What follows belongs to an exercise in optimizing a design on an open flow for small area and a short achievable clock period; a production flow would make more cautious choices.
Function was checked by simulation only, so behaviour that the tests miss may differ from the original.
In every run shown here, the design's own scripts or RTL, not TritonCTS, make the clock network.
No driver is modelled on the clock port, so clock power and skew are understated where the tree is cut down; a real chip needs a root buffer or a tree.
Power is estimated from default activity; no workload was simulated.

## config.mk

```make
export PLATFORM = sky130hd
export DESIGN_NAME = timer
export DESIGN_NICKNAME = timer
export VERILOG_FILES = /design/flow/design.v
export SDC_FILE = /design/flow/constraint.sdc
export NUM_CORES = 4
export LEC_CHECK = 0
export ABC_AREA = 1
export ABC_CLOCK_PERIOD_IN_PS = 2000
export CAP_MARGIN = 20
export CORE_MARGIN = 2
export CORE_UTILIZATION = 45
export SETUP_SLACK_MARGIN = 1.6
export SLEW_MARGIN = 20
```

## constraint.sdc

```tcl
create_clock -name core_clock -period 3.0 [get_ports {clk}]
set_input_delay 0.6000 -clock core_clock [delete_from_list [all_inputs] [get_ports {clk}]]
set_output_delay 0.6000 -clock core_clock [all_outputs]
set_load 0.01 [all_outputs]
```

## design.v

```verilog
module timer #(
    parameter FREQUENCY_VALUE = 50_000_000 
) (
    input logic clk,
    input logic reset_n,
    input   logic   [1:0]   avmms_address,
    input   logic           avmms_write,
    input   logic   [31:0]  avmms_writedata,
    input   logic   [3:0]   avmms_byteenable,
    input   logic           avmms_read,
    output  logic   [31:0]  avmms_readdata,
    output  logic           coe_interrupt
);
logic [63:0] counter_reg;
logic [63:0] counter;
logic complete, busy, start, stop;
logic load;      
wire wr0 = avmms_write && (avmms_address == 2'h0);
wire wr1 = avmms_write && (avmms_address == 2'h1);
wire wr2 = avmms_write && (avmms_address == 2'h2);
wire start_d = wr0 && (avmms_byteenable[0] ? avmms_writedata[0] : start);
wire stop_d  = wr0 && (avmms_byteenable[0] ? avmms_writedata[1] : stop);
always_ff @ (posedge clk or negedge reset_n)
    if (!reset_n) begin
        start <= 1'b0;
        stop  <= 1'b0;
        load  <= 1'b0;
    end else begin
        start <= start_d;
        stop  <= stop_d;
        load  <= start_d && !zr_pre[NS];
    end
logic [7:0] valid;
wire [63:0] rv;
genvar b;
generate
    for (b = 0; b < 4; b = b + 1) begin : g_r
        always_ff @ (posedge clk)
            if (wr1 && avmms_byteenable[b]) counter_reg[8*b +: 8] <= avmms_writedata[8*b +: 8];
        always_ff @ (posedge clk)
            if (wr2 && avmms_byteenable[b]) counter_reg[32+8*b +: 8] <= avmms_writedata[8*b +: 8];
        always_ff @ (posedge clk or negedge reset_n)
            if (!reset_n) valid[b] <= 1'b0;
            else if (wr1 && avmms_byteenable[b]) valid[b] <= 1'b1;
        always_ff @ (posedge clk or negedge reset_n)
            if (!reset_n) valid[4+b] <= 1'b0;
            else if (wr2 && avmms_byteenable[b]) valid[4+b] <= 1'b1;
    end
    for (b = 0; b < 8; b = b + 1) begin : g_rv
        assign rv[8*b +: 8] = counter_reg[8*b +: 8] & {8{valid[b]}};
    end
endgenerate
always_ff @ (posedge clk)
    case (avmms_address)
        2'h0: avmms_readdata <= {28'h0, complete, busy, stop, start};
        2'h1: avmms_readdata <= rv[31:0];
        2'h2: avmms_readdata <= rv[63:32];
        default: avmms_readdata <= 32'h0;
    endcase
localparam NS = 8;
logic [NS-1:1] en;
wire  [NS-1:1] z;          
wire [NS-1:0] zero_r;      
wire [NS:1]   zr_pre;      
wire [NS:1]   zc_pre;      
wire seg0_one = (counter[7:0] == 8'h1);
assign zc_pre[1] = 1'b1;
assign zr_pre[1] = zero_r[0];
wire [63:0] bmask;
genvar j, i;
generate
    for (j = 0; j < NS; j = j + 1) begin : g_seg
        assign zero_r[j] = ~valid[j] | ~|counter_reg[8*j +: 8];
        assign bmask[8*j] = (j == 0) ? 1'b1 : en[j];
        for (i = 1; i < 8; i = i + 1) begin : g_bit
            assign bmask[8*j+i] = bmask[8*j] & ~|counter[8*j +: i];
        end
        if (j > 0) begin : g_hi
            assign z[j] = ~|counter[8*j +: 8];
            assign zc_pre[j+1] = &z[j:1];
            assign zr_pre[j+1] = &zero_r[j:0];
            always_ff @ (posedge clk)
                if (load) begin
                    en[j] <= zr_pre[j];
                end else begin
                    en[j] <= seg0_one && zc_pre[j];
                end
        end
    end
endgenerate
always_ff @ (posedge clk)
    if (load) counter <= rv;
    else      counter <= counter ^ bmask;
wire one = seg0_one && zc_pre[NS];
always_ff @ (posedge clk or negedge reset_n)
    if (!reset_n) complete <= 1'b0;
    else complete <= (busy && one) || (complete && !wr0);
always_ff @ (posedge clk or negedge reset_n)
    if (!reset_n) busy <= 1'b0;
    else busy <= load || (busy && !stop && !one);
assign coe_interrupt = complete;
endmodule
```

## flow/run.sh

```bash
#!/bin/bash
# Standard layout with two changes: plain buf_1 cells as the port buffers, and
# a two-level clock tree (flow/cts_hook.tcl) in place of TritonCTS: the clock
# port drives four clkbuf_8 cells, each driving two clkbuf_16 leaves.
# Full output of the flow goes to standard.log.
export BUFFER_PORTS_ARGS="-buffer_cell sky130_fd_sc_hd__buf_1"
export PRE_CTS_TCL="$PWD/flow/cts_hook.tcl"
bash standard.sh > standard.log 2>&1
```

## flow/cts_hook.tcl

```tcl
# Replaces TritonCTS with a two-level clock tree. The registers are split by
# recursive bisection into 8 groups of nearby sinks, each driven by a
# clkbuf_16 leaf. The clock port drives four clkbuf_8 cells, each driving the
# leaves of two neighbouring groups.
proc cts_split {sinks idx} {
  set s [lsort -integer -index $idx $sinks]
  set k [expr {[llength $s] / 2}]
  return [list [lrange $s 0 [expr {$k - 1}]] [lrange $s $k end]]
}

proc cts_center {sinks} {
  set ax 0
  set ay 0
  foreach s $sinks {
    set ax [expr {$ax + [lindex $s 1]}]
    set ay [expr {$ay + [lindex $s 2]}]
  }
  set n [llength $sinks]
  return [list [expr {$ax / $n}] [expr {$ay / $n}]]
}

proc cts_buffer {block master name x y in_net out_name} {
  set inst [odb::dbInst_create $block $master $name]
  $inst setLocation $x $y
  $inst setPlacementStatus PLACED
  set net [odb::dbNet_create $block $out_name]
  $net setSigType CLOCK
  [$inst findITerm A] connect $in_net
  [$inst findITerm X] connect $net
  return $net
}

proc clock_tree_synthesis {args} {
  set block [ord::get_db_block]
  set db [ord::get_db]
  set clk [$block findNet clk]
  set leaf_master [$db findMaster sky130_fd_sc_hd__clkbuf_16]
  set mid_master [$db findMaster sky130_fd_sc_hd__clkbuf_8]
  set sinks {}
  foreach it [$clk getITerms] {
    set box [[$it getInst] getBBox]
    set x [expr {([$box xMin] + [$box xMax]) / 2}]
    set y [expr {([$box yMin] + [$box yMax]) / 2}]
    lappend sinks [list $it $x $y]
  }
  set quads {}
  foreach half [cts_split $sinks 1] {
    foreach q [cts_split $half 2] {
      lappend quads $q
    }
  }
  set i 0
  foreach q $quads {
    lassign [cts_center $q] qx qy
    set mid_net [cts_buffer $block $mid_master clkbuf_m$i $qx $qy $clk clknet_m$i]
    set j 0
    foreach g [cts_split $q 1] {
      lassign [cts_center $g] gx gy
      set leaf_net [cts_buffer $block $leaf_master clkbuf_l${i}_$j $gx $gy $mid_net clknet_l${i}_$j]
      foreach s $g {
        set it [lindex $s 0]
        $it disconnect
        $it connect $leaf_net
      }
      puts "clock leaf clkbuf_l${i}_$j at $gx $gy drives [llength $g] sinks"
      incr j
    }
    incr i
  }
  $clk setSigType CLOCK
  set_propagated_clock [all_clocks]
}
```

## standard.sh

```bash
#!/bin/bash
# synth_recipe.tcl (not shown) runs the flow's synth.tcl, then flattens the netlist and writes it again
# the make line also repeats each setting of config.mk as NAME=value (left out here)
make -C /OpenROAD-flow-scripts/flow DESIGN_CONFIG=/design/flow/config.mk WORK_HOME=/design/flow/orfs CLKGATE_MAP_FILE= SYNTH_SCRIPT=/design/flow/synth_recipe.tcl "${@:-finish}"
```

==> results.sh, run 1 <==
export IMPL_status="no timing/DRC/antenna violations"
export IMPL_cp_max_fo=8
export IMPL_drt_iter0_markers=400
export IMPL_min_path_type="in -> async"
export IMPL_antenna_found_initial=0
export IMPL_p_leak_nw=3.368
export IMPL_placedCellCount=1046
export IMPL_rsz0062_at_grt="yes"
export IMPL_area_growth_synth_to_final_pct=15.51
export IMPL_nFillCells=1481
export IMPL_die_w_um=131.6
export IMPL_final_nets=920
export IMPL_io_pins=75
export IMPL_finalCriticalPeriod_ns=1.414
export IMPL_p_per_area_nw_per_um2=604.8
export IMPL_insertion_delay_ns=0.30
export IMPL_dr_total_vias=5491
export IMPL_multi_input_area_um2=2828
export IMPL_synth_commonest_cells="142 x nand2_1, 103 x dfxtp_1, 79 x nand3_1, 69 x nor2_1, 64 x edfxtp_1"
export IMPL_syn_cell_area_um2=7331
export IMPL_yosys_warnings=1
export IMPL_firstDrtPassIters=5
export IMPL_synth_cells=779
export IMPL_final_period_utilization=0.4713
export IMPL_place_hpwl_mm=11.47
export IMPL_fmax_mhz=707.2
export IMPL_syn_avg_cell_area_um2=9.411
export IMPL_yosysTopAreaCell="dfxtp_1"
export IMPL_synthFlopType="dfxtp_1"
export IMPL_skew_ns=0.01438
export IMPL_setup_worst_path_end="counter_reg[26]"
export IMPL_die_area_um2=17330
export IMPL_yosysSeqAreaShare=0.5878
export IMPL_grt_max_degree=38
export IMPL_ir_drop_v=0.0004906
export IMPL_start_util=0.4615
export IMPL_finalMaxSlewViolations=0
export IMPL_grt_pass1_vias=5404
export IMPL_cp_end_kind="register"
export IMPL_async_flop_share=0.07222
export IMPL_ys_ff_latch=180
export IMPL_grt_pass1_wl_mm=26.52
export IMPL_reg2regPathDepth=8
export IMPL_synth_distinct_cells=36
export IMPL_critPathRequiredTime_ns=2.97
export IMPL_tns_ns=0
export IMPL_r2r_start="counter[1]"
export IMPL_track_usage=0.1828
export IMPL_wl_mm=16.33
export IMPL_rows=46
export IMPL_gp_congestion=0.7850
export IMPL_cts_hold_buf=0
export IMPL_synth_top_area_share=0.2813
export IMPL_drc=0
export IMPL_wl_per_cell_um=15.10
export IMPL_ant_nets=0
export IMPL_largest_reg_flops=128
export IMPL_synth_edf_count=64
export IMPL_dp_slack_ns=0.9625
export IMPL_syn_num_nets=832
export IMPL_portBuffers=73
export IMPL_core_um2=15890
export IMPL_synth_area_top_cells="dfxtp_1 28%, edfxtp_1 26%, nand2_1 7.3%"
export IMPL_worstSetupStartpoint="avmms_address[1]"
export IMPL_fin_hold_ws_ns=0.4679
export IMPL_tightest_slew_ns=1.056
export IMPL_drive_gt1_frac=0.1445
export IMPL_slew_headroom=0.2959
export IMPL_instances_no_fill=1081
export IMPL_seqCellArea_um2=4310
export IMPL_crit_path_start_kind="input port"
export IMPL_die_h_um=131.6
export IMPL_yosysMostFrequentCell="nand2_1"
export IMPL_max_cap_violations=0
export IMPL_viasPerCell=5.080
export IMPL_hold_viol=0
export IMPL_setup_viol=0
export IMPL_overflow=0
export IMPL_insertedDiodeCount=0
export IMPL_cp_arrival_ns=1.39
export IMPL_path_clk_slew_ns=0.10
export IMPL_path_class="in -> reg"
export IMPL_fin_ws_ns=1.586
export IMPL_rrSetupSlack_ns=1.61
export IMPL_r2r_end="complete"
cells in the final DEF (no fill, tap or decap), drive strengths merged:
cell type	count
buf	90
or2	7
o211ai	2
nand2	145
a31oi	22
clkbuf	21
nand3	79
a21oi	27
nor3	2
xor2	21
nor3b	1
dfxtp	103
xnor2	7
o22ai	6
ha	11
dfrtp	13
o32ai	1
o221ai	1
edfxtp	64
nand4	7
nor2	95
inv	68
o21ai	63
o31ai	9
power breakdown:
part           internal [W]  switching, W
logic              0.000331      0.000451
registers           0.00284      0.000205
clock network      0.000602      0.000689
total               0.00378       0.00135
cells by family (layout without fill, tap and decap cells):
logic type	count (synthesis)	count (layout)	synth area share
compound gates	131	131	0.1022
xor+xnor	28	28	0.03345
fa+ha+maj	11	11	0.01877
buf+inv	96	179	0.05137
flops	180	180	0.5878
simple gates	333	336	0.2064
layout make-up:
| class | instances | area share |
|---|---|---|
| Timing Repair Buffer | 99 | 0.06043 |
| Inverter | 68 | 0.03457 |
| Multi-Input combinational cell | 506 | 0.3339 |
| Tap cell | 216 | 0.03191 |
| Buffer | 12 | 0.03014 |
| Sequential cell | 180 | 0.5090 |
routing by layer:
layer  part of all wire  global-route usage
met1               0.46              0.2513
met2               0.49              0.3240
met3              0.047             0.01736
met5                  0                   0
met4             0.0085             0.01993
what timing repair did:
action | 4_1_cts | 5_1_grt
buffers inserted | 8 | 12
pin swaps | 13 | 8
endpoints found under the setup margin | 115 | 83
gates cloned | 3 | 0
gates resized for setup | 29 | 37
worst max-delay path: stages:
cell    delay, ns
buf_6        0.11
nor2_4       0.17
inv_8        0.04
nor2_4       0.13
inv_6        0.09
nor2_4       0.24
worst min path at each step:
stage	startpoint	endpoint	slack (ns)	depth (start not counted)
2_1_floorplan	reset_n	busy	0.30	0
3_3_place_gp	counter[14]	counter[14]	0.46	2
3_5_place_dp	counter[53]	counter[53]	0.47	2
4_1_cts	reset_n	start	0.49	1
5_1_grt	reset_n	start	0.50	1
6_report	reset_n	start	0.47	1
stage by stage:
stage	total power, W	cell area [µm²]	util
final	0.005122	8468	0.5331
after global routing	0.005407	8468	0.5331
after CTS	0.005100	8278	0.5211
after detailed placement	0.003809	7869	0.4954
after global placement	0.003763	7869	0.4954
after floorplan	0.003595	7401	-
==> run 2, diff against run 1 <==
--- a/config.mk
+++ b/config.mk
@@ -9,6 +9,6 @@
 export ABC_CLOCK_PERIOD_IN_PS = 2000
 export CAP_MARGIN = 20
 export CORE_MARGIN = 2
-export CORE_UTILIZATION = 45
-export SETUP_SLACK_MARGIN = 1.6
+export CORE_UTILIZATION = 70
+export SETUP_SLACK_MARGIN = 1.5
 export SLEW_MARGIN = 20
==> run 2 against run 1 <==
Still clean on timing, DRC and antenna. Sequential power barely moved. Clock skew rose by 0.0020 ns. Combinational power down 4.1%. Critical path depth increased by 1. Via count rose by 4.4%. Routed wire length is 2.6% lower. First-iteration DRC count increased by 4.8%. Sequential share of layout area grew 1.9 points. Total power down 1.1%. Synthesized area unchanged. Final cell count shrank 8.6%.
==> results.sh, run 2 <==
export IMPL_hold_viol=0
export IMPL_synth_top_area_share=0.2813
export IMPL_finalMaxSlewViolations=0
export IMPL_nFillCells=691
export IMPL_cp_max_fo=8
export IMPL_synth_distinct_cells=36
export IMPL_tightest_slew_ns=0.9794
export IMPL_core_um2=10230
export IMPL_synth_commonest_cells="142 x nand2_1, 103 x dfxtp_1, 79 x nand3_1, 69 x nor2_1, 64 x edfxtp_1"
export IMPL_antenna_found_initial=0
export IMPL_placedCellCount=965
export IMPL_critPathRequiredTime_ns=2.97
export IMPL_p_per_area_nw_per_um2=621.0
export IMPL_slew_headroom=0.3471
export IMPL_drt_iter0_markers=419
export IMPL_drc=0
export IMPL_tns_ns=0
export IMPL_pwr_share_comb=0.148
export IMPL_grt_max_degree=61
export IMPL_seqCellArea_um2=4309
export IMPL_yosysTopAreaCell="dfxtp_1"
export IMPL_path_cells="buf_4 > inv_6 > nor2_4 > inv_8 > nor2_4 > inv_6 > nor2_4"
export IMPL_synth_edf_count=64
export IMPL_grt_pass1_wl_mm=25.76
export IMPL_power_switching_w=0.001317
export IMPL_ant_nets=0
export IMPL_seqPwrFrac=0.602
export IMPL_crit_path_start_kind="input port"
export IMPL_portBuffers=73
export IMPL_start_util=0.7165
export IMPL_internal_power_w=0.003750
export IMPL_syn_cell_area_um2=7331
export IMPL_die_w_um=106.3
export IMPL_final_common_cell="nand2_1"
export IMPL_place_hpwl_mm=10.91
export IMPL_final_period_utilization=0.4994
export IMPL_rows=37
export IMPL_rsz0062_at_grt="yes"
export IMPL_ir_drop_v=0.0004845
export IMPL_r2r_end="en[6]"
export IMPL_setup_worst_path_end="counter_reg[8]"
export IMPL_yosysMostFrequentCell="nand2_1"
export IMPL_worstSetupStartpoint="avmms_address[0]"
export IMPL_wl_mm=15.91
export IMPL_dr_total_vias=5733
export IMPL_firstDrtPassIters=5
export IMPL_skew_ns=0.01642
export IMPL_viasPerCell=5.803
export IMPL_drive_gt1_frac=0.1021
export IMPL_grt_pass1_vias=5597
export IMPL_instances_no_fill=988
export IMPL_wl_per_cell_um=16.10
export IMPL_max_cap_violations=0
export IMPL_synth_area_top_cells="dfxtp_1 28%, edfxtp_1 26%, nand2_1 7.3%"
export IMPL_reg2regPathDepth=7
export IMPL_syn_avg_cell_area_um2=9.411
export IMPL_io_pins=75
export IMPL_die_h_um=106.3
export IMPL_p_leak_nw=3.255
export IMPL_met1_usage=0.3734
export IMPL_ys_ff_latch=180
export IMPL_insertedDiodeCount=0
export IMPL_gr_usage_met2=0.4899
export IMPL_synthFlopType="dfxtp_1"
export IMPL_crit_slowest_cell="nor2_4"
export IMPL_rrSetupSlack_ns=1.57
export IMPL_area_growth_synth_to_final_pct=11.30
export IMPL_finalCriticalPeriod_ns=1.498
export IMPL_busiest_layer="met2"
export IMPL_final_cell_mix="140 x nand2_1, 103 x dfxtp_1, 79 x nand3_1, 71 x buf_1, 64 x edfxtp_1"
export IMPL_cp_end_kind="register"
export IMPL_cp_arrival_ns=1.46
export IMPL_p_clk_frac=0.250
export IMPL_total_power_w=0.005067
export IMPL_largest_reg_flops=128
export IMPL_async_flop_share=0.07222
export IMPL_multi_input_area_um2=2765
export IMPL_cpMostUsedCell="nor2_4"
export IMPL_swShare=0.2599
export IMPL_syn_num_nets=832
export IMPL_min_path_type="in -> async"
export IMPL_track_usage=0.2819
export IMPL_fmax_mhz=667.4
export IMPL_use_met3=0.03250
export IMPL_r2r_start="counter_reg[23]"
export IMPL_status="no timing/DRC/antenna violations"
export IMPL_path_class="in -> reg"
export IMPL_yosysSeqAreaShare=0.5878
export IMPL_synth_cells=779
export IMPL_final_nets=907
export IMPL_die_area_um2=11310
export IMPL_setup_viol=0
export IMPL_insertion_delay_ns=0.29
export IMPL_max_stage_delay_ns=0.27
export IMPL_path_clk_slew_ns=0.09
export IMPL_yosys_warnings=1
export IMPL_gp_congestion=0.8738
export IMPL_overflow=0
-- run 2: logic make-up after synthesis --
family | synth area share
DFF | 0.5878
adders and majority gates | 0.01877
and+or+nand+nor | 0.2064
buffers and inverters | 0.05137
xor gates and xnor gates | 0.03345
AOI/OAI and AO/OA | 0.1022
-- run 2: worst min-delay path by stage --
stage	start	to	slack, ns	cells past startpoint
3_5_place_dp	counter[6]	counter[6]	0.47	2
4_1_cts	reset_n	start	0.47	1
6_report	reset_n	start	0.43	1
2_1_floorplan	reset_n	busy	0.30	0
5_1_grt	reset_n	start	0.48	1
3_3_place_gp	counter[54]	counter[54]	0.46	2
-- run 2: area by class of cell --
class | instances | share of cell area
buffer | 12 | 0.03128
sequential | 180 | 0.5281
multi-input combinational | 506 | 0.3389
tap | 136 | 0.02086
inverter | 68 | 0.03466
timing repair buffer | 86 | 0.04616
-- run 2: worst max-delay path: cells and delay by family --
kind                   cells  cell delay [ns]
buffers and inverters      4             0.30
and+or+nand+nor            3             0.56
-- run 2: power by group through the flow --
stage	sequential (W)	clock, W	combinational [W]
after floorplan	0.00306	0	0.000532
after global placement	0.00307	0	0.000667
after detailed placement	0.00309	0	0.000714
after CTS	0.00304	0.00128	0.000736
after global routing	0.00309	0.00137	0.000854
final	0.00305	0.00127	0.000750
-- run 2: per-stage QoR --
stage	worst slack (ns)	utilization	instance area [µm²]	hold slack, ns
2_1_floorplan	1.429	-	7368	0.3044
3_3_place_gp	0.8999	0.7554	7729	0.4600
3_5_place_dp	0.8368	0.7554	7729	0.4746
4_1_cts	1.512	0.7883	8065	0.4677
5_1_grt	1.451	0.7975	8159	0.4818
6_report	1.502	0.7975	8159	0.4338
-- run 2: metal layers --
metal / vias up / wire, µm
met5: - / 0
met4: 0 / 391
met3: 36 / 1114
met2: 240 / 7827
met1: 2692 / 6575
li1: 2765 / -
-- run 2: timing repair --
item	4_1_cts	5_1_grt
gates cloned	3	0
buffers inserted	1	7
gates resized for setup	18	18
setup endpoints to repair	73	40
hold buffers	0	0
pin swaps	5	10
==> run 3, diff against run 2 <==
--- a/config.mk
+++ b/config.mk
@@ -9,6 +9,6 @@
 export ABC_CLOCK_PERIOD_IN_PS = 2000
 export CAP_MARGIN = 20
 export CORE_MARGIN = 2
-export CORE_UTILIZATION = 70
+export CORE_UTILIZATION = 55
 export SETUP_SLACK_MARGIN = 1.5
 export SLEW_MARGIN = 20
==> run 3 against run 2 <==
Routed wire length down 1.3%. Setup slack better by 0.040 ns. Register-to-register slack about the same. Total power down 0.46%. Fmax up 2.7%. Combinational power down 2.8%. Clock skew down 0.0051 ns. Core utilization down 17 points. Die area up 26%. Worst hold slack worse by 0.0066 ns. Global-route usage down 6.3 points.
==> results.sh, run 3 <==
export IMPL_overflow=0
export IMPL_grt_pass1_wl_mm=25.39
export IMPL_synth_cells=779
export IMPL_antenna_found_initial=0
export IMPL_die_h_um=119.5
export IMPL_critPathRequiredTime_ns=2.40
export IMPL_final_period_utilization=0.4861
export IMPL_status="no timing/DRC/antenna violations"
export IMPL_synthFlopType="dfxtp_1"
export IMPL_synth_top_area_share=0.2813
export IMPL_cts_hold_buf=0
export IMPL_tightest_slew_ns=0.9599
export IMPL_finalCriticalPeriod_ns=1.458
export IMPL_fmax_mhz=685.7
export IMPL_io_pins=75
export IMPL_track_usage=0.2192
export IMPL_syn_avg_cell_area_um2=9.411
export IMPL_path_class="reg -> out"
export IMPL_rows=42
export IMPL_synth_edf_count=64
export IMPL_insertion_delay_ns=0.29
export IMPL_yosys_warnings=1
export IMPL_min_path_type="in -> async"
export IMPL_nFillCells=1145
export IMPL_p_leak_nw=3.274
export IMPL_reg2regPathDepth=7
export IMPL_die_area_um2=14270
export IMPL_multi_input_area_um2=2770
export IMPL_synth_distinct_cells=36
export IMPL_path_clk_slew_ns=0.09
export IMPL_dp_slack_ns=0.8715
export IMPL_tns_ns=0
export IMPL_synth_commonest_cells="142 x nand2_1, 103 x dfxtp_1, 79 x nand3_1, 69 x nor2_1, 64 x edfxtp_1"
export IMPL_ir_drop_v=0.0004104
export IMPL_wl_per_cell_um=15.26
export IMPL_max_cap_violations=0
export IMPL_crit_slowest_cell="dfrtp_1"
export IMPL_total_power_w=0.005043
export IMPL_start_util=0.5580
export IMPL_core_um2=13140
export IMPL_finalMaxSlewViolations=0
export IMPL_dr_total_vias=5392
export IMPL_cp_num_cells=1
export IMPL_yosysMostFrequentCell="nand2_1"
export IMPL_cp_arrival_ns=0.86
export IMPL_rsz0062_at_grt="yes"
export IMPL_yosysSeqAreaShare=0.5878
export IMPL_area_growth_synth_to_final_pct=12.44
export IMPL_fin_ws_ns=1.542
export IMPL_firstDrtPassIters=7
export IMPL_drt_iter0_markers=324
export IMPL_fin_util=0.6274
export IMPL_ant_nets=0
export IMPL_drc=0
export IMPL_critPathTopFamily="flip-flops"
export IMPL_die_w_um=119.5
export IMPL_place_hpwl_mm=11.17
export IMPL_met2_length_mm=7.673
export IMPL_p_per_area_nw_per_um2=611.8
export IMPL_syn_num_nets=832
export IMPL_ys_ff_latch=180
export IMPL_largest_reg_flops=128
export IMPL_final_common_cell="nand2_1"
export IMPL_gp_congestion=0.7729
export IMPL_slew_headroom=0.3601
export IMPL_hold_viol=0
export IMPL_grt_max_degree=57
export IMPL_crit_path_start_kind="register"
export IMPL_top_layer="met4"
export IMPL_drt_met1_wl_mm=7.101
export IMPL_async_flop_share=0.07222
export IMPL_seqCellArea_um2=4309
export IMPL_syn_cell_area_um2=7331
export IMPL_met3_length_um=814
export IMPL_critPathBufInv=1
export IMPL_setup_viol=0
export IMPL_yosysTopAreaCell="dfxtp_1"
export IMPL_drive_gt1_frac=0.09848
export IMPL_insertedDiodeCount=0
export IMPL_final_cell_mix="142 x nand2_1, 103 x dfxtp_1, 79 x nand3_1, 71 x buf_1, 64 x edfxtp_1"
export IMPL_portBuffers=73
export IMPL_max_stage_delay_ns=0.39
export IMPL_skew_ns=0.01130
export IMPL_cp_end_kind="output port"
export IMPL_viasPerCell=5.240
export IMPL_wl_mm=15.70
export IMPL_grt_pass1_vias=5187
export IMPL_path_cells="buf_1"
export IMPL_final_nets=908
export IMPL_synth_area_top_cells="dfxtp_1 28%, edfxtp_1 26%, nand2_1 7.3%"
export IMPL_rrSetupSlack_ns=1.56
export IMPL_cp_max_fo=3
==> run 3: cell counts after synthesis <==
No cell type changed its count.
==> run 3: cell type report <==
type | instances | area share
plain buffers | 12 | 0.03097
inverters | 68 | 0.03461
multi-input cells | 506 | 0.3361
flip-flops and latches | 180 | 0.5228
well taps | 176 | 0.02672
repair buffers | 87 | 0.04888
==> run 3: timing repair <==
item / in CTS / in global routing
buffers inserted: 2 / 8
pin swaps: 7 / 6
endpoints found under the setup margin: 102 / 59
gates resized for setup: 22 / 13
cloned: 3 / 0
==> run 3: stage by stage <==
stage / area (µm²) / std cells / hold WS (ns)
4_1_cts: 8153 / 1021 / 0.4657
3_3_place_gp: 7784 / 1004 / 0.4610
5_1_grt: 8243 / 1029 / 0.4779
2_1_floorplan: 7368 / 779 / 0.3044
6_report: 8243 / 1029 / 0.4272
3_5_place_dp: 7784 / 1004 / 0.4634
==> run 3: power by group <==
group	internal (W)	switching [W]	total (W)
clock	0.000601	0.000671	0.00127
sequential	0.00284	0.000200	0.00304
combinational	0.000305	0.000424	0.000729
total	0.00375	0.00129	0.00504
==> run 3: cells by family (layout without fill, tap and decap cells) <==
group | after synthesis | after routing | share of synthesized area
AOI/OAI and AO/OA | 131 | 131 | 0.1022
xor gates and xnor gates | 28 | 28 | 0.03345
adders and majority gates | 11 | 11 | 0.01877
buffers and inverters | 96 | 167 | 0.05137
DFF | 180 | 180 | 0.5878
and+or+nand+nor | 333 | 336 | 0.2064
==> run 3: path summary, 6_finish.rpt <==
path,endpoint,startpoint
min in group core_clock,counter[54],counter[54]
worst max register to register,en[6],counter_reg[31]
max in group asynchronous,valid[6],reset_n
worst max-delay path,coe_interrupt,complete
worst min-delay path,valid[3],reset_n
worst min register to register,counter[54],counter[54]
==> run 3: metal layers <==
| layer | vias to the layer above | track usage |
|---|---|---|
| li1 | 2762 | - |
| met1 | 2485 | 0.3104 |
| met2 | 135 | 0.3864 |
| met3 | 10 | 0.01676 |
| met4 | 0 | 0.01691 |
| met5 | - | 0 |
==> run 4, diff against run 3 <==
--- a/config.mk
+++ b/config.mk
@@ -9,6 +9,6 @@
 export ABC_CLOCK_PERIOD_IN_PS = 2000
 export CAP_MARGIN = 20
 export CORE_MARGIN = 2
-export CORE_UTILIZATION = 55
-export SETUP_SLACK_MARGIN = 1.5
+export CORE_UTILIZATION = 45
+export SETUP_SLACK_MARGIN = 1.55
 export SLEW_MARGIN = 20
==> run 4 against run 3 <==
Routed wire length up 2.7%. Flip-flop and latch count unchanged. Core utilization down 10 points.
==> results.sh, run 4 <==
export IMPL_setup_viol=0
export IMPL_rows=46
export IMPL_synth_top_area_share=0.2813
export IMPL_synth_area_top_cells="dfxtp_1 28%, edfxtp_1 26%, nand2_1 7.3%"
export IMPL_yosys_warnings=1
export IMPL_grt_pass1_vias=5462
export IMPL_final_common_cell="nand2_1"
export IMPL_fmax_mhz=702.8
export IMPL_ir_drop_v=0.0004193
export IMPL_drc=0
export IMPL_die_area_um2=17330
export IMPL_min_path_type="in -> async"
export IMPL_skew_ns=0.01455
export IMPL_drive_gt1_frac=0.1170
export IMPL_wl_per_cell_um=15.05
export IMPL_overflow=0
export IMPL_synth_cells=779
export IMPL_crit_slowest_cell="dfrtp_1"
export IMPL_path_class="reg -> out"
export IMPL_ant_nets=0
export IMPL_core_um2=15890
export IMPL_die_w_um=131.6
export IMPL_synthFlopType="dfxtp_1"
export IMPL_cp_arrival_ns=0.82
export IMPL_ys_ff_latch=180
export IMPL_insertedDiodeCount=0
export IMPL_seqPwrFrac=0.600
export IMPL_cts_hold_buf=0
export IMPL_tns_ns=0
export IMPL_swShare=0.2602
export IMPL_yosysTopAreaCell="dfxtp_1"
export IMPL_path_cells="clkbuf_2"
export IMPL_cp_end_kind="output port"
export IMPL_status="no timing/DRC/antenna violations"
export IMPL_cp_max_fo=3
export IMPL_pwr_share_comb=0.148
export IMPL_finalMaxSlewViolations=0
export IMPL_syn_avg_cell_area_um2=9.411
export IMPL_synth_commonest_cells="142 x nand2_1, 103 x dfxtp_1, 79 x nand3_1, 69 x nor2_1, 64 x edfxtp_1"
export IMPL_power_switching_w=0.001322
export IMPL_grt_pass1_wl_mm=26.65
export IMPL_final_nets=910
export IMPL_final_cell_mix="140 x nand2_1, 102 x dfxtp_1, 77 x nand3_1, 69 x buf_1, 64 x edfxtp_1"
export IMPL_p_leak_nw=3.288
export IMPL_max_cap_violations=0
export IMPL_hold_viol=0
export IMPL_die_h_um=131.6
export IMPL_yosysMostFrequentCell="nand2_1"
export IMPL_start_util=0.4615
export IMPL_tightest_slew_ns=0.4942
export IMPL_p_per_area_nw_per_um2=609.9
export IMPL_yosysSeqAreaShare=0.5878
export IMPL_rsz0062_at_grt="yes"
export IMPL_critPathRequiredTime_ns=2.40
export IMPL_p_clk_frac=0.252
export IMPL_dr_total_vias=5435
export IMPL_track_usage=0.1836
export IMPL_final_period_utilization=0.4743
export IMPL_syn_cell_area_um2=7331
export IMPL_grt_max_degree=47
export IMPL_syn_num_nets=832
export IMPL_io_pins=75
export IMPL_internal_power_w=0.003758
export IMPL_critPathBufInv=1
export IMPL_viasPerCell=5.075
export IMPL_total_power_w=0.005080
export IMPL_firstDrtPassIters=5
export IMPL_crit_path_start_kind="register"
export IMPL_max_stage_delay_ns=0.40
export IMPL_finalCriticalPeriod_ns=1.423
export IMPL_critPathTopFamily="flip-flops"
export IMPL_largest_reg_flops=128
export IMPL_drt_iter0_markers=361
export IMPL_place_hpwl_mm=11.66
export IMPL_area_growth_synth_to_final_pct=13.62
export IMPL_slew_headroom=0.6705
export IMPL_path_clk_slew_ns=0.09
export IMPL_synth_edf_count=64
export IMPL_portBuffers=73
export IMPL_wl_mm=16.12
export IMPL_gp_congestion=0.8243
export IMPL_synth_distinct_cells=36
export IMPL_async_flop_share=0.07222
export IMPL_antenna_found_initial=0
export IMPL_nFillCells=1523
export IMPL_insertion_delay_ns=0.30
run 4: path summary, 6_finish.rpt:
| kind | from | to | slack [ns] | cells past startpoint |
|---|---|---|---|---|
| worst min-delay path | reset_n | valid[4] | 0.25 | 1 |
| min in group core_clock | counter[62] | counter[62] | 0.48 | 2 |
| worst min register to register | counter[62] | counter[62] | 0.48 | 2 |
| worst max register to register | counter_reg[4] | en[7] | 1.60 | 7 |
| worst max-delay path | complete | coe_interrupt | 1.58 | 1 |
| max in group asynchronous | reset_n | valid[3] | 2.40 | 1 |
run 4: final cells by class:
type	instances	area, µm²	share of cell area
well taps	216	270.3	0.03245
inverters	68	287.8	0.03455
plain buffers	12	255.2	0.03064
multi-input cells	505	2783	0.3341
repair buffers	90	422.9	0.05077
flip-flops and latches	180	4310	0.5175
run 4: power by group through the flow:
stage / logic, W / registers [W] / clock network (W)
finish: 0.000751 / 0.00305 / 0.00128
CTS: 0.000732 / 0.00304 / 0.00132
floorplan: 0.000535 / 0.00306 / 0
detailed placement: 0.000718 / 0.00309 / 0
global route: 0.000875 / 0.00309 / 0.00141
global placement: 0.000688 / 0.00308 / 0
run 4: kinds of logic after synthesis:
family / Yosys count / share of synthesized area
and+or+nand+nor: 333 / 0.2064
DFF: 180 / 0.5878
AOI/OAI and AO/OA: 131 / 0.1022
buffers and inverters: 96 / 0.05137
xor gates and xnor gates: 28 / 0.03345
adders and majority gates: 11 / 0.01877
run 4: per-stage QoR:
step           cells  area, µm²  utilization  hold WS (ns)  worst slack (ns)
6_report        1071       8329       0.5243        0.2513             1.577
2_1_floorplan    779       7396            -        0.3044             1.453
5_1_grt         1071       8329       0.5243        0.2661             1.480
3_5_place_dp    1046       7864       0.4950        0.4756            0.9617
3_3_place_gp    1046       7864       0.4950        0.4675             1.007
4_1_cts         1060       8174       0.5146        0.4901             1.554
run 4: what timing repair did:
action,in CTS,in global routing
resized for setup,17,28
buffers inserted,2,9
pin swaps,5,13
gates cloned,0,2
endpoints found under the setup margin,106,54
run 4: layer usage:
metal | track usage | up-vias | wire length, µm
met5 | 0 | - | 0
met4 | 0.03986 | 0 | 345
met3 | 0.02045 | 25 | 752
met2 | 0.3124 | 129 | 7645
met1 | 0.2538 | 2522 | 7379
li1 | - | 2759 | -
==> run 5, diff against run 4 <==
--- a/design.v
+++ b/design.v
@@ -15,6 +15,17 @@
 logic [63:0] counter;
 logic complete, busy, start, stop;
 logic load;      
+logic [7:0] valid;
+wire [63:0] rv;
+localparam NS = 8;
+logic [NS-1:1] en;
+wire  [NS-1:1] z;          
+wire [NS-1:0] zero_r;      
+wire [NS:1]   zr_pre;      
+wire [NS:1]   zc_pre;      
+wire seg0_one = (counter[7:0] == 8'h1);
+assign zc_pre[1] = 1'b1;
+assign zr_pre[1] = zero_r[0];
 wire wr0 = avmms_write && (avmms_address == 2'h0);
 wire wr1 = avmms_write && (avmms_address == 2'h1);
 wire wr2 = avmms_write && (avmms_address == 2'h2);
@@ -30,8 +41,6 @@
         stop  <= stop_d;
         load  <= start_d && !zr_pre[NS];
     end
-logic [7:0] valid;
-wire [63:0] rv;
 genvar b;
 generate
     for (b = 0; b < 4; b = b + 1) begin : g_r
@@ -57,15 +66,6 @@
         2'h2: avmms_readdata <= rv[63:32];
         default: avmms_readdata <= 32'h0;
     endcase
-localparam NS = 8;
-logic [NS-1:1] en;
-wire  [NS-1:1] z;          
-wire [NS-1:0] zero_r;      
-wire [NS:1]   zr_pre;      
-wire [NS:1]   zc_pre;      
-wire seg0_one = (counter[7:0] == 8'h1);
-assign zc_pre[1] = 1'b1;
-assign zr_pre[1] = zero_r[0];
 wire [63:0] bmask;
 genvar j, i;
 generate
==> run 5 against run 4 <==
Total power unchanged. Final cell count stayed put. Combinational power about the same. Critical path depth unchanged. Largest cell class unchanged. Register-to-register slack is essentially flat. Still clean. Die area stayed put.
==> results.sh, run 5 <==
export IMPL_tightest_slew_ns=0.4942
export IMPL_wl_per_cell_um=15.05
export IMPL_synth_top_area_share=0.2813
export IMPL_rsz0062_at_grt="yes"
export IMPL_final_cell_mix="140 x nand2_1, 102 x dfxtp_1, 77 x nand3_1, 69 x buf_1, 64 x edfxtp_1"
export IMPL_skew_ns=0.01455
export IMPL_largest_reg_flops=128
export IMPL_insertion_delay_ns=0.30
export IMPL_ys_ff_latch=180
export IMPL_syn_cell_area_um2=7331
export IMPL_grt_pass1_wl_mm=26.65
export IMPL_die_h_um=131.6
export IMPL_fmax_mhz=702.8
export IMPL_die_area_um2=17330
export IMPL_instances_no_fill=1071
export IMPL_finalMaxSlewViolations=0
export IMPL_cts_hold_buf=0
export IMPL_io_pins=75
export IMPL_die_w_um=131.6
export IMPL_slew_headroom=0.6705
export IMPL_critPathTopFamily="flip-flops"
export IMPL_final_period_utilization=0.4743
export IMPL_crit_slowest_cell="dfrtp_1"
export IMPL_path_clk_slew_ns=0.09
export IMPL_track_usage=0.1836
export IMPL_insertedDiodeCount=0
export IMPL_drc=0
export IMPL_critPathBufInv=1
export IMPL_yosysMostFrequentCell="nand2_1"
export IMPL_viasPerCell=5.075
export IMPL_placedCellCount=1046
export IMPL_synth_fa_ha_area_frac=0.01877
export IMPL_area_growth_synth_to_final_pct=13.62
export IMPL_p_leak_nw=3.288
export IMPL_syn_num_nets=832
export IMPL_min_path_type="in -> async"
export IMPL_final_common_cell="nand2_1"
export IMPL_critPathRequiredTime_ns=2.40
export IMPL_synth_commonest_cells="142 x nand2_1, 103 x dfxtp_1, 79 x nand3_1, 69 x nor2_1, 64 x edfxtp_1"
export IMPL_path_class="reg -> out"
export IMPL_yosysSeqAreaShare=0.5878
export IMPL_synth_edf_count=64
export IMPL_synth_distinct_cells=36
export IMPL_tns_ns=0
export IMPL_final_nets=910
export IMPL_synth_cells=779
export IMPL_syn_avg_cell_area_um2=9.411
export IMPL_yosys_warnings=1
export IMPL_rows=46
export IMPL_synthFlopType="dfxtp_1"
export IMPL_place_hpwl_mm=11.66
export IMPL_cp_max_fo=3
export IMPL_ir_drop_v=0.0004193
export IMPL_grt_max_degree=47
export IMPL_path_cells="clkbuf_2"
export IMPL_ant_nets=0
export IMPL_gp_congestion=0.8243
export IMPL_start_util=0.4615
export IMPL_cp_arrival_ns=0.82
export IMPL_firstDrtPassIters=5
export IMPL_wl_mm=16.12
export IMPL_dr_total_vias=5435
export IMPL_max_stage_delay_ns=0.40
export IMPL_overflow=0
export IMPL_synth_compound_area_frac=0.1022
export IMPL_synthXorXnorAreaFrac=0.03345
export IMPL_setup_viol=0
export IMPL_drive_gt1_frac=0.1170
export IMPL_core_um2=15890
export IMPL_crit_path_start_kind="register"
export IMPL_status="no timing/DRC/antenna violations"
export IMPL_antenna_found_initial=0
export IMPL_finalCriticalPeriod_ns=1.423
export IMPL_yosysTopAreaCell="dfxtp_1"
export IMPL_p_per_area_nw_per_um2=609.9
export IMPL_cp_end_kind="output port"
export IMPL_synth_top_family_by_area="simple AND/OR/NAND/NOR gates"
export IMPL_drt_iter0_markers=361
export IMPL_max_cap_violations=0
export IMPL_grt_pass1_vias=5462
export IMPL_muxShareOfSynthArea=0
export IMPL_portBuffers=73
export IMPL_synth_area_top_cells="dfxtp_1 28%, edfxtp_1 26%, nand2_1 7.3%"
export IMPL_async_flop_share=0.07222
export IMPL_synth_simple_area_share=0.2063
export IMPL_hold_viol=0
[run 5: kinds of logic after synthesis]
kind of cell | after synthesis
AOI/OAI and AO/OA | 131
xor gates and xnor gates | 28
adders and majority gates | 11
buffers and inverters | 96
DFF | 180
and+or+nand+nor | 333
[run 5: layout make-up]
type / count / area [µm²]
Fill cell: 1523 / 7556
Tap cell: 216 / 270.3
Sequential cell: 180 / 4310
Timing Repair Buffer: 90 / 422.9
Buffer: 12 / 255.2
Inverter: 68 / 287.8
Multi-Input combinational cell: 505 / 2783
[run 5: per-stage QoR]
step | worst slack (ns) | hold slack, ns | total power, W | utilization | area (µm²)
6_report | 1.577 | 0.2513 | 0.005080 | 0.5243 | 8329
3_3_place_gp | 1.007 | 0.4675 | 0.003764 | 0.4950 | 7864
3_5_place_dp | 0.9617 | 0.4756 | 0.003810 | 0.4950 | 7864
5_1_grt | 1.480 | 0.2661 | 0.005373 | 0.5243 | 8329
2_1_floorplan | 1.453 | 0.3044 | 0.003595 | - | 7396
4_1_cts | 1.554 | 0.4901 | 0.005087 | 0.5146 | 8174
[run 5: per-layer routing]
layer  GRT usage  part of all wire  vias to the layer above  wire length [µm]
li1            -                 -                     2759                 -
met1      0.2538              0.46                     2522              7379
met2      0.3124              0.47                      129              7645
met3     0.02045             0.047                       25               752
met4     0.03986             0.021                        0               345
met5           0                 0                        -                 0
[run 5: timing repair]
item	4_1_cts	5_1_grt
gates resized for setup	17	28
setup endpoints to repair	106	54
gates cloned	0	2
setup buffers	2	9
pin swaps	5	13
[run 5: final timing paths]
| check | start | end | slack, ns | depth (start not counted) |
|---|---|---|---|---|
| min | reset_n | valid[4] | 0.25 | 1 |
| min reg2reg | counter[62] | counter[62] | 0.48 | 2 |
| max reg2reg | counter_reg[4] | en[7] | 1.60 | 7 |
| min in group core_clock | counter[62] | counter[62] | 0.48 | 2 |
| max in group asynchronous | reset_n | valid[3] | 2.40 | 1 |
| max | complete | coe_interrupt | 1.58 | 1 |
[run 5: power breakdown]
group          switching (W)  internal [W]  total (W)
clock               0.000679      0.000602    0.00128
combinational       0.000438      0.000313   0.000751
sequential          0.000204       0.00284    0.00305
==> run 6, diff against run 5 <==
--- a/config.mk
+++ b/config.mk
@@ -10,5 +10,5 @@
 export CAP_MARGIN = 20
 export CORE_MARGIN = 2
 export CORE_UTILIZATION = 45
-export SETUP_SLACK_MARGIN = 1.55
+export SETUP_SLACK_MARGIN = 1.6
 export SLEW_MARGIN = 20
==> run 6 against run 5 <==
Global-route usage shrank 0.085 points. Final area is 1.7% higher. Register-to-register slack is essentially flat. First-iteration DRC count rose by 11%. Core utilization up 0.87 points. Sequential power is essentially flat. Die area unchanged. Synthesized cell count unchanged. Combinational power grew 4.1%. Final cell count grew 0.93%. Routed wire length rose by 1.3%. Clock skew about the same. Largest cell class unchanged.
==> results.sh, run 6 <==
export IMPL_dp_slack_ns=0.9625
export IMPL_largest_reg_flops=128
export IMPL_crit_path_start_kind="input port"
export IMPL_cts_hold_buf=0
export IMPL_die_w_um=131.6
export IMPL_drt_iter0_markers=400
export IMPL_rrSetupSlack_ns=1.61
export IMPL_instances_no_fill=1081
export IMPL_path_class="in -> reg"
export IMPL_muxShareOfSynthArea=0
export IMPL_synth_edf_count=64
export IMPL_grt_pass1_wl_mm=26.52
export IMPL_io_pins=75
export IMPL_tns_ns=0
export IMPL_cp_end_kind="register"
export IMPL_placedCellCount=1046
export IMPL_tightest_slew_ns=1.056
export IMPL_synth_top_area_share=0.2813
export IMPL_critPathRequiredTime_ns=2.97
export IMPL_grt_pass1_vias=5404
export IMPL_min_path_type="in -> async"
export IMPL_skew_ns=0.01438
export IMPL_rsz0062_at_grt="yes"
export IMPL_reg2regPathDepth=8
export IMPL_portBuffers=73
export IMPL_path_clk_slew_ns=0.10
export IMPL_fin_util=0.5331
export IMPL_yosysTopAreaCell="dfxtp_1"
export IMPL_status="no timing/DRC/antenna violations"
export IMPL_viasPerCell=5.080
export IMPL_final_period_utilization=0.4713
export IMPL_synth_commonest_cells="142 x nand2_1, 103 x dfxtp_1, 79 x nand3_1, 69 x nor2_1, 64 x edfxtp_1"
export IMPL_final_common_cell="nand2_1"
export IMPL_die_h_um=131.6
export IMPL_drc=0
export IMPL_r2r_start="counter[1]"
export IMPL_grt_max_degree=38
export IMPL_p_leak_nw=3.368
export IMPL_synth_distinct_cells=36
export IMPL_yosys_warnings=1
export IMPL_async_flop_share=0.07222
export IMPL_ant_nets=0
export IMPL_wl_per_cell_um=15.10
export IMPL_max_cap_violations=0
export IMPL_synth_cells=779
export IMPL_rows=46
export IMPL_hold_viol=0
export IMPL_track_usage=0.1828
export IMPL_synth_top_family_by_area="simple AND/OR/NAND/NOR gates"
export IMPL_antenna_found_initial=0
export IMPL_yosysMostFrequentCell="nand2_1"
export IMPL_core_um2=15890
export IMPL_fin_ws_ns=1.586
export IMPL_insertedDiodeCount=0
export IMPL_drive_gt1_frac=0.1445
export IMPL_place_hpwl_mm=11.47
export IMPL_syn_avg_cell_area_um2=9.411
export IMPL_synth_simple_area_share=0.2063
export IMPL_synthFlopType="dfxtp_1"
export IMPL_start_util=0.4615
export IMPL_overflow=0
export IMPL_synthXorXnorAreaFrac=0.03345
export IMPL_wl_mm=16.33
export IMPL_yosysSeqAreaShare=0.5878
export IMPL_r2r_end="complete"
export IMPL_setup_viol=0
export IMPL_ys_ff_latch=180
export IMPL_area_growth_synth_to_final_pct=15.51
export IMPL_ir_drop_v=0.0004906
export IMPL_die_area_um2=17330
export IMPL_syn_num_nets=832
export IMPL_insertion_delay_ns=0.30
export IMPL_slew_headroom=0.2959
export IMPL_syn_cell_area_um2=7331
export IMPL_p_per_area_nw_per_um2=604.8
export IMPL_dr_total_vias=5491
export IMPL_cp_arrival_ns=1.39
export IMPL_finalMaxSlewViolations=0
export IMPL_synth_compound_area_frac=0.1022
export IMPL_synth_fa_ha_area_frac=0.01877
export IMPL_fmax_mhz=707.2
export IMPL_final_nets=920
export IMPL_cp_max_fo=8
export IMPL_gp_congestion=0.7850
export IMPL_finalCriticalPeriod_ns=1.414
export IMPL_final_cell_mix="137 x nand2_1, 102 x dfxtp_1, 77 x nand3_1, 64 x edfxtp_1, 61 x buf_1"
export IMPL_firstDrtPassIters=5
export IMPL_synth_area_top_cells="dfxtp_1 28%, edfxtp_1 26%, nand2_1 7.3%"
==> run 6: cell counts after synthesis <==
No cell type changed its count.
==> run 6: repair_timing <==
item                       CTS  global route
setup endpoints to repair  115            83
buffers inserted             8            12
gates resized for setup     29            37
cloned                       3             0
pin swaps                   13             8
==> run 6: critical path, cell delays in order <==
cell and delay (ns):
buf_6 0.11, nor2_4 0.17, inv_8 0.04, nor2_4 0.13, inv_6 0.09, nor2_4 0.24
==> run 6: final cells by class <==
class                   instances  area (µm²)
plain buffers                  12       255.2
fillers                      1481        7417
inverters                      68       292.8
multi-input cells             506        2828
flip-flops and latches        180        4310
well taps                     216       270.3
repair buffers                 99       511.7
==> run 6: where the power goes <==
group | switching (W) | total, W | internal [W]
Sequential | 0.000205 | 0.00305 | 0.00284
Clock | 0.000689 | 0.00129 | 0.000602
Combinational | 0.000451 | 0.000782 | 0.000331
Total | 0.00135 | 0.00512 | 0.00378
==> run 6: routing by layer <==
layer | global-route usage | part of all wire
met1 | 0.2513 | 0.46
met5 | 0 | 0
met2 | 0.3240 | 0.49
met3 | 0.01736 | 0.047
met4 | 0.01993 | 0.0085
==> run 6: worst max-delay path by stage <==
stage	end	depth (start not counted)	slack, ns	start
after CTS	counter_reg[26]	7	1.58	avmms_address[0]
after global placement	counter_reg[14]	7	0.99	avmms_address[0]
final	counter_reg[26]	6	1.59	avmms_address[1]
after global routing	complete	8	1.53	counter[1]
after floorplan	counter_reg[10]	5	1.45	avmms_address[1]
after detailed placement	counter_reg[15]	7	0.96	avmms_address[0]
==> run 6: metrics by stage <==
stage | total power [W] | hold slack [ns] | cell area, µm²
finish | 0.005122 | 0.4679 | 8468
global route | 0.005407 | 0.4951 | 8468
CTS | 0.005100 | 0.4857 | 8278
detailed placement | 0.003809 | 0.4708 | 7869
global placement | 0.003763 | 0.4643 | 7869
floorplan | 0.003595 | 0.3044 | 7401
==> run 6: cell families after synthesis <==
family | Yosys count
AOI/OAI and AO/OA | 131
xor gates and xnor gates | 28
adders and majority gates | 11
buffers and inverters | 96
DFF | 180
and+or+nand+nor | 333
==> run 7, diff against run 6 <==
--- a/design.v
+++ b/design.v
@@ -15,17 +15,6 @@
 logic [63:0] counter;
 logic complete, busy, start, stop;
 logic load;      
-logic [7:0] valid;
-wire [63:0] rv;
-localparam NS = 8;
-logic [NS-1:1] en;
-wire  [NS-1:1] z;          
-wire [NS-1:0] zero_r;      
-wire [NS:1]   zr_pre;      
-wire [NS:1]   zc_pre;      
-wire seg0_one = (counter[7:0] == 8'h1);
-assign zc_pre[1] = 1'b1;
-assign zr_pre[1] = zero_r[0];
 wire wr0 = avmms_write && (avmms_address == 2'h0);
 wire wr1 = avmms_write && (avmms_address == 2'h1);
 wire wr2 = avmms_write && (avmms_address == 2'h2);
@@ -41,6 +30,8 @@
         stop  <= stop_d;
         load  <= start_d && !zr_pre[NS];
     end
+logic [7:0] valid;
+wire [63:0] rv;
 genvar b;
 generate
     for (b = 0; b < 4; b = b + 1) begin : g_r
@@ -66,6 +57,15 @@
         2'h2: avmms_readdata <= rv[63:32];
         default: avmms_readdata <= 32'h0;
     endcase
+localparam NS = 8;
+logic [NS-1:1] en;
+wire  [NS-1:1] z;          
+wire [NS-1:0] zero_r;      
+wire [NS:1]   zr_pre;      
+wire [NS:1]   zc_pre;      
+wire seg0_one = (counter[7:0] == 8'h1);
+assign zc_pre[1] = 1'b1;
+assign zr_pre[1] = zero_r[0];
 wire [63:0] bmask;
 genvar j, i;
 generate
--- a/config.mk
+++ b/config.mk
@@ -9,6 +9,6 @@
 export ABC_CLOCK_PERIOD_IN_PS = 2000
 export CAP_MARGIN = 20
 export CORE_MARGIN = 2
-export CORE_UTILIZATION = 45
+export CORE_UTILIZATION = 40
 export SETUP_SLACK_MARGIN = 1.6
 export SLEW_MARGIN = 20
==> run 7 against run 6 <==
Final area fell by 0.13%. Die area rose by 12%. Synthesized area stayed put. Setup slack got worse by 0.041 ns. Flip-flop and latch count is the same. Via count shrank 0.13%. Worst hold slack got worse by 0.045 ns. Routed wire length down 1.3%. Global-route usage shrank 2.0 points. Critical endpoint is now counter_reg[32]. Largest cell class unchanged. Highest routed layer unchanged.
==> results.sh, run 7 <==
export IMPL_wl_mm=16.12
export IMPL_syn_avg_cell_area_um2=9.411
export IMPL_p_per_area_nw_per_um2=603.7
export IMPL_setup_viol=0
export IMPL_die_area_um2=19430
export IMPL_fin_area_um2=8457
export IMPL_start_util=0.4081
export IMPL_rsz0062_at_grt="yes"
export IMPL_synth_edf_count=64
export IMPL_syn_cell_area_um2=7331
export IMPL_swShare=0.2608
export IMPL_gp_congestion=0.7917
export IMPL_max_stage_delay_ns=0.23
export IMPL_drive_gt1_frac=0.1385
export IMPL_cp_max_fo=8
export IMPL_dr_total_vias=5484
export IMPL_synth_commonest_cells="142 x nand2_1, 103 x dfxtp_1, 79 x nand3_1, 69 x nor2_1, 64 x edfxtp_1"
export IMPL_min_path_type="in -> async"
export IMPL_tns_ns=0
export IMPL_ir_drop_v=0.0003604
export IMPL_setup_worst_path_end="counter_reg[32]"
export IMPL_p_clk_frac=0.253
export IMPL_viasPerCell=5.040
export IMPL_ant_nets=0
export IMPL_grt_pass1_vias=5250
export IMPL_hold_viol=0
export IMPL_firstDrtPassIters=5
export IMPL_tightest_slew_ns=0.9637
export IMPL_yosysSeqAreaShare=0.5878
export IMPL_async_flop_share=0.07222
export IMPL_r2r_end="en[5]"
export IMPL_ys_ff_latch=180
export IMPL_path_class="in -> reg"
export IMPL_p_leak_nw=3.344
export IMPL_final_cell_mix="140 x nand2_1, 102 x dfxtp_1, 74 x nand3_1, 64 x edfxtp_1, 61 x buf_1"
export IMPL_nFillCells=1753
export IMPL_synthFlopType="dfxtp_1"
export IMPL_largest_reg_flops=128
export IMPL_crit_slowest_cell="bufinv_8"
export IMPL_insertion_delay_ns=0.30
export IMPL_synth_distinct_cells=36
export IMPL_io_pins=75
export IMPL_reg2regPathDepth=7
export IMPL_cts_hold_buf=0
export IMPL_synth_area_top_cells="dfxtp_1 28%, edfxtp_1 26%, nand2_1 7.3%"
export IMPL_track_usage=0.1630
export IMPL_finalCriticalPeriod_ns=1.455
export IMPL_pwr_share_comb=0.150
export IMPL_yosysTopAreaCell="dfxtp_1"
export IMPL_area_growth_synth_to_final_pct=15.36
export IMPL_insertedDiodeCount=0
export IMPL_path_clk_slew_ns=0.09
export IMPL_seqPwrFrac=0.597
export IMPL_drt_iter0_markers=402
export IMPL_final_period_utilization=0.4850
export IMPL_final_nets=914
export IMPL_cp_end_kind="register"
export IMPL_synth_top_area_share=0.2813
export IMPL_status="no timing/DRC/antenna violations"
export IMPL_portBuffers=73
export IMPL_overflow=0
export IMPL_cp_arrival_ns=1.43
export IMPL_drc=0
export IMPL_fmax_mhz=687.3
export IMPL_path_cells="buf_12 > inv_6 > nor2_4 > inv_6 > nor2_2 > bufinv_8 > nor2_4"
export IMPL_grt_pass1_wl_mm=26.17
export IMPL_r2r_start="counter_reg[4]"
export IMPL_antenna_found_initial=0
export IMPL_yosys_warnings=1
export IMPL_power_switching_w=0.001331
export IMPL_slew_headroom=0.3575
export IMPL_wl_per_cell_um=14.82
export IMPL_placed_area_um2=7885
export IMPL_grt_max_degree=38
export IMPL_crit_path_start_kind="input port"
export IMPL_max_cap_violations=0
export IMPL_worstSetupStartpoint="avmms_address[1]"
export IMPL_critPathRequiredTime_ns=2.98
export IMPL_rows=49
export IMPL_die_w_um=139.4
export IMPL_final_common_cell="nand2_1"
export IMPL_place_hpwl_mm=11.24
export IMPL_rrSetupSlack_ns=1.62
export IMPL_internal_power_w=0.003774
export IMPL_synth_cells=779
export IMPL_core_um2=17960
export IMPL_skew_ns=0.01247
export IMPL_die_h_um=139.4
export IMPL_syn_num_nets=832
export IMPL_finalMaxSlewViolations=0
export IMPL_yosysMostFrequentCell="nand2_1"
-- run 7: cell counts after synthesis --
No cell type changed its count.
-- run 7: timing repair --
item	CTS	global route
setup endpoints to repair	99	89
pin swaps	11	15
cloned	4	0
gates resized for setup	27	42
setup buffers	4	9
-- run 7: cell type report --
class | count | area [µm²] | area share
plain buffers | 12 | 255.2 | 0.03018
inverters | 68 | 299.0 | 0.03536
multi-input cells | 507 | 2836 | 0.3354
flip-flops and latches | 180 | 4312 | 0.5098
well taps | 229 | 286.5 | 0.03388
repair buffers | 92 | 467.9 | 0.05533
-- run 7: layer usage --
metal,vias up,wire (µm),GRT usage
li1,2777,-,-
met5,-,0,0
met4,0,225,0.02446
met3,18,704,0.01721
met2,134,7903,0.2804
met1,2555,7287,0.2283
-- run 7: how the worst min path moves through the flow --
stage	from	end	slack (ns)	cells after the start
final	reset_n	valid[4]	0.42	1
after global routing	reset_n	valid[4]	0.45	1
after CTS	reset_n	valid[4]	0.44	1
after detailed placement	counter[53]	counter[53]	0.47	2
after global placement	counter[53]	counter[53]	0.46	2
after floorplan	reset_n	busy	0.30	0
-- run 7: worst max-delay path, delay by kind of cell --
kind                   cells  cell delay (ns)
AND/OR/NAND/NOR            3             0.44
buffers and inverters      4             0.39
-- run 7: logic make-up (layout without fill, tap and decap cells) --
logic type	after synthesis	in the layout	share of synthesized area
compound gates	131	131	0.1022
simple gates	333	337	0.2064
buf+inv	96	172	0.05137
fa+ha+maj	11	11	0.01877
xor+xnor	28	28	0.03345
flops	180	180	0.5878
-- run 7: power groups by stage --
stage          Combinational (W)  Clock (W)  Sequential, W
3_5_place_dp            0.000710          0        0.00309
6_report                0.000767    0.00129        0.00305
3_3_place_gp            0.000697          0        0.00308
2_1_floorplan           0.000535          0        0.00306
5_1_grt                 0.000893    0.00142        0.00309
4_1_cts                 0.000729    0.00133        0.00304
-- run 7: stage by stage --
step	util	hold WS (ns)	setup slack, ns	total power, W	instances
floorplan	-	0.3044	1.453	0.003595	779
global placement	0.4390	0.4644	0.9631	0.003779	1059
detailed placement	0.4390	0.4673	0.9467	0.003797	1059
CTS	0.4607	0.4378	1.539	0.005097	1079
global route	0.4708	0.4513	1.500	0.005403	1088
finish	0.4708	0.4232	1.545	0.005105	1088
==> run 8, diff against run 7 <==
--- a/design.v
+++ b/design.v
@@ -15,6 +15,17 @@
 logic [63:0] counter;
 logic complete, busy, start, stop;
 logic load;      
+logic [7:0] valid;
+wire [63:0] rv;
+localparam NS = 8;
+logic [NS-1:1] en;
+wire  [NS-1:1] z;          
+wire [NS-1:0] zero_r;      
+wire [NS:1]   zr_pre;      
+wire [NS:1]   zc_pre;      
+wire seg0_one = (counter[7:0] == 8'h1);
+assign zc_pre[1] = 1'b1;
+assign zr_pre[1] = zero_r[0];
 wire wr0 = avmms_write && (avmms_address == 2'h0);
 wire wr1 = avmms_write && (avmms_address == 2'h1);
 wire wr2 = avmms_write && (avmms_address == 2'h2);
@@ -30,8 +41,6 @@
         stop  <= stop_d;
         load  <= start_d && !zr_pre[NS];
     end
-logic [7:0] valid;
-wire [63:0] rv;
 genvar b;
 generate
     for (b = 0; b < 4; b = b + 1) begin : g_r
@@ -57,15 +66,6 @@
         2'h2: avmms_readdata <= rv[63:32];
         default: avmms_readdata <= 32'h0;
     endcase
-localparam NS = 8;
-logic [NS-1:1] en;
-wire  [NS-1:1] z;          
-wire [NS-1:0] zero_r;      
-wire [NS:1]   zr_pre;      
-wire [NS:1]   zc_pre;      
-wire seg0_one = (counter[7:0] == 8'h1);
-assign zc_pre[1] = 1'b1;
-assign zr_pre[1] = zero_r[0];
 wire [63:0] bmask;
 genvar j, i;
 generate
--- a/config.mk
+++ b/config.mk
@@ -9,6 +9,6 @@
 export ABC_CLOCK_PERIOD_IN_PS = 2000
 export CAP_MARGIN = 20
 export CORE_MARGIN = 2
-export CORE_UTILIZATION = 40
-export SETUP_SLACK_MARGIN = 1.6
+export CORE_UTILIZATION = 50
+export SETUP_SLACK_MARGIN = 1.55
 export SLEW_MARGIN = 20
==> run 8 against run 7 <==
Largest cell class unchanged. Fmax hardly changed. Via count is 1.2% lower. Flip-flop and latch count stayed put. Sequential share of layout area is 1.0 points higher. Clock power hardly changed. Setup slack better by 0.00078 ns. Worst hold slack better by 0.023 ns. Synthesized cell count stayed put. Still clean. Core utilization is 10 points higher. Final cell count is 4.2% lower. Register-to-register slack worse by 0.03 ns. Final area is 2.0% lower.
==> results.sh, run 8 <==
export IMPL_syn_num_nets=832
export IMPL_drt_iter0_markers=381
export IMPL_die_h_um=125.1
export IMPL_synth_top_family_by_area="simple AND/OR/NAND/NOR gates"
export IMPL_fin_ws_ns=1.546
export IMPL_die_area_um2=15650
export IMPL_slew_headroom=0.3251
export IMPL_final_nets=913
export IMPL_synth_distinct_cells=36
export IMPL_fmax_mhz=687.7
export IMPL_instances_no_fill=1042
export IMPL_insertedDiodeCount=0
export IMPL_rows=44
export IMPL_cp_max_fo=8
export IMPL_yosys_warnings=1
export IMPL_ant_nets=0
export IMPL_wl_mm=16.04
export IMPL_synth_area_top_cells="dfxtp_1 28%, edfxtp_1 26%, nand2_1 7.3%"
export IMPL_min_path_type="in -> async"
export IMPL_crit_path_start_kind="input port"
export IMPL_grt_pass1_wl_mm=25.34
export IMPL_core_um2=14420
export IMPL_yosysMostFrequentCell="nand2_1"
export IMPL_skew_ns=0.01861
export IMPL_insertion_delay_ns=0.30
export IMPL_synth_compound_area_frac=0.1022
export IMPL_final_period_utilization=0.4847
export IMPL_p_per_area_nw_per_um2=612.0
export IMPL_p_leak_nw=3.292
export IMPL_antenna_found_initial=0
export IMPL_overflow=0
export IMPL_largest_reg_flops=128
export IMPL_syn_cell_area_um2=7331
export IMPL_drive_gt1_frac=0.1096
export IMPL_gp_congestion=0.8239
export IMPL_nFillCells=1303
export IMPL_critPathRequiredTime_ns=2.97
export IMPL_tightest_slew_ns=1.012
export IMPL_final_cell_mix="142 x nand2_1, 103 x dfxtp_1, 79 x nand3_1, 70 x buf_1, 64 x edfxtp_1"
export IMPL_setup_viol=0
export IMPL_portBuffers=73
export IMPL_dp_slack_ns=0.9487
export IMPL_max_cap_violations=0
export IMPL_dr_total_vias=5417
export IMPL_ys_ff_latch=180
export IMPL_cp_arrival_ns=1.43
export IMPL_tns_ns=0
export IMPL_wl_per_cell_um=15.39
export IMPL_synth_cells=779
export IMPL_viasPerCell=5.199
export IMPL_synth_edf_count=64
export IMPL_finalMaxSlewViolations=0
export IMPL_cp_end_kind="register"
export IMPL_area_growth_synth_to_final_pct=13.07
export IMPL_reg2regPathDepth=7
export IMPL_path_class="in -> reg"
export IMPL_async_flop_share=0.07222
export IMPL_synth_top_area_share=0.2813
export IMPL_syn_avg_cell_area_um2=9.411
export IMPL_start_util=0.5082
export IMPL_synthFlopType="dfxtp_1"
export IMPL_yosysTopAreaCell="dfxtp_1"
export IMPL_rsz0062_at_grt="yes"
export IMPL_placedCellCount=1014
export IMPL_grt_pass1_vias=5132
export IMPL_synth_fa_ha_area_frac=0.01877
export IMPL_synth_simple_area_share=0.2063
export IMPL_ir_drop_v=0.0004593
export IMPL_synth_commonest_cells="142 x nand2_1, 103 x dfxtp_1, 79 x nand3_1, 69 x nor2_1, 64 x edfxtp_1"
export IMPL_status="no timing/DRC/antenna violations"
export IMPL_yosysSeqAreaShare=0.5878
export IMPL_track_usage=0.1946
export IMPL_die_w_um=125.1
export IMPL_io_pins=75
export IMPL_final_common_cell="nand2_1"
export IMPL_r2r_start="counter_reg[2]"
export IMPL_place_hpwl_mm=11.41
export IMPL_finalCriticalPeriod_ns=1.454
export IMPL_synthXorXnorAreaFrac=0.03345
export IMPL_drc=0
export IMPL_muxShareOfSynthArea=0
export IMPL_firstDrtPassIters=5
export IMPL_hold_viol=0
export IMPL_grt_max_degree=40
export IMPL_path_clk_slew_ns=0.09
export IMPL_worstSetupStartpoint="avmms_address[0]"
run 8: report_power, final:
group	total (W)	switching [W]	internal (W)
Combinational	0.000742	0.000428	0.000315
Clock	0.00128	0.000679	0.000602
Sequential	0.00305	0.000207	0.00284
Total	0.00507	0.00131	0.00376
run 8: kinds of logic after synthesis:
family	after synthesis
DFF	180
adders and majority gates	11
and+or+nand+nor	333
AOI/OAI and AO/OA	131
xor gates and xnor gates	28
buffers and inverters	96
run 8: what timing repair did:
action / in CTS / in global routing
gates resized for setup: 20 / 15
pin swaps: 6 / 11
setup buffers: 2 / 11
endpoints found under the setup margin: 106 / 69
hold buffers: 0 / 0
cloned: 1 / 2
run 8: area by class of cell:
class / instances / area [µm²] / share of cell area
Buffer: 12 / 255.2 / 0.03079
Sequential cell: 180 / 4309 / 0.5198
Multi-Input combinational cell: 506 / 2781 / 0.3355
Timing Repair Buffer: 92 / 425.4 / 0.05132
Tap cell: 184 / 230.2 / 0.02777
Inverter: 68 / 287.8 / 0.03472
run 8: critical path, stage by stage:
cell and delay, ns:
buf_4 0.14, nor2_4 0.16, inv_6 0.04, nor2_4 0.13
inv_6 0.09, nor2_4 0.25
run 8: per-layer routing:
layer | vias to the layer above | GRT usage | share of wire | wire, µm
li1 | 2767 | - | - | -
met3 | 14 | 0.02011 | 0.039 | 630
met5 | - | 0 | 0 | 0
met2 | 105 | 0.3322 | 0.48 | 7631
met1 | 2531 | 0.2791 | 0.47 | 7587
met4 | 0 | 0.02418 | 0.012 | 190
run 8: stage by stage:
stage | utilization | hold slack, ns | area, µm² | power, W
5_1_grt | 0.5747 | 0.4900 | 8289 | 0.005345
4_1_cts | 0.5651 | 0.4732 | 8150 | 0.005079
6_report | 0.5747 | 0.4461 | 8289 | 0.005073
2_1_floorplan | - | 0.3044 | 7396 | 0.003595
3_5_place_dp | 0.5424 | 0.4642 | 7824 | 0.003805
3_3_place_gp | 0.5424 | 0.4609 | 7824 | 0.003759
run 8: path summary, 6_finish.rpt:
check,to,slack [ns]
worst max-delay path,counter_reg[38],1.55
worst min-delay path,busy,0.45
worst max register to register,en[7],1.59
worst min register to register,counter[62],0.48
max in group asynchronous,valid[0],1.93
min in group core_clock,counter[62],0.48

==> what the ideal ports hide <==
The flow's constraints put no driver on any port. The routed layouts listed below were extracted and timed again, unchanged, in two steps.
Step 1, drivers: a clkbuf_16 drives clk and a buf_2 each remaining input, both assumed.
Step 2, shift: input delay + t, output delay - t, t = (earliest + latest rising clock arrival at the registers) / 2. This alone moves slack from input paths to output paths.
a / b / c = no drivers / after step 1 / after step 2; a / b = the first two.
run	shift t [ns]	setup slack, ns	worst setup path at the end	worst data-port slew with drivers (ns)
run 1	0.365	1.586 / 1.524 / 1.262	input to register	0.05
run 2	0.360	1.502 / 1.511 / 1.190	input to register	0.03
run 3	0.360	1.542 / 1.468 / 1.233	input to register	0.04
run 4	0.365	1.577 / 1.500 / 1.267	input to register	0.05
run 5	0.365	1.577 / 1.500 / 1.267	input to register	0.05
run 6	0.365	1.586 / 1.524 / 1.262	input to register	0.05
run 7	0.366	1.545 / 1.521 / 1.192	input to register	0.06
run 8	0.368	1.546 / 1.488 / 1.236	input to register	0.03
After both steps setup and hold are still met in every run listed. The setup slack of run 7, which loses most, moves by -0.024 ns with the drivers and by -0.353 ns with both steps.
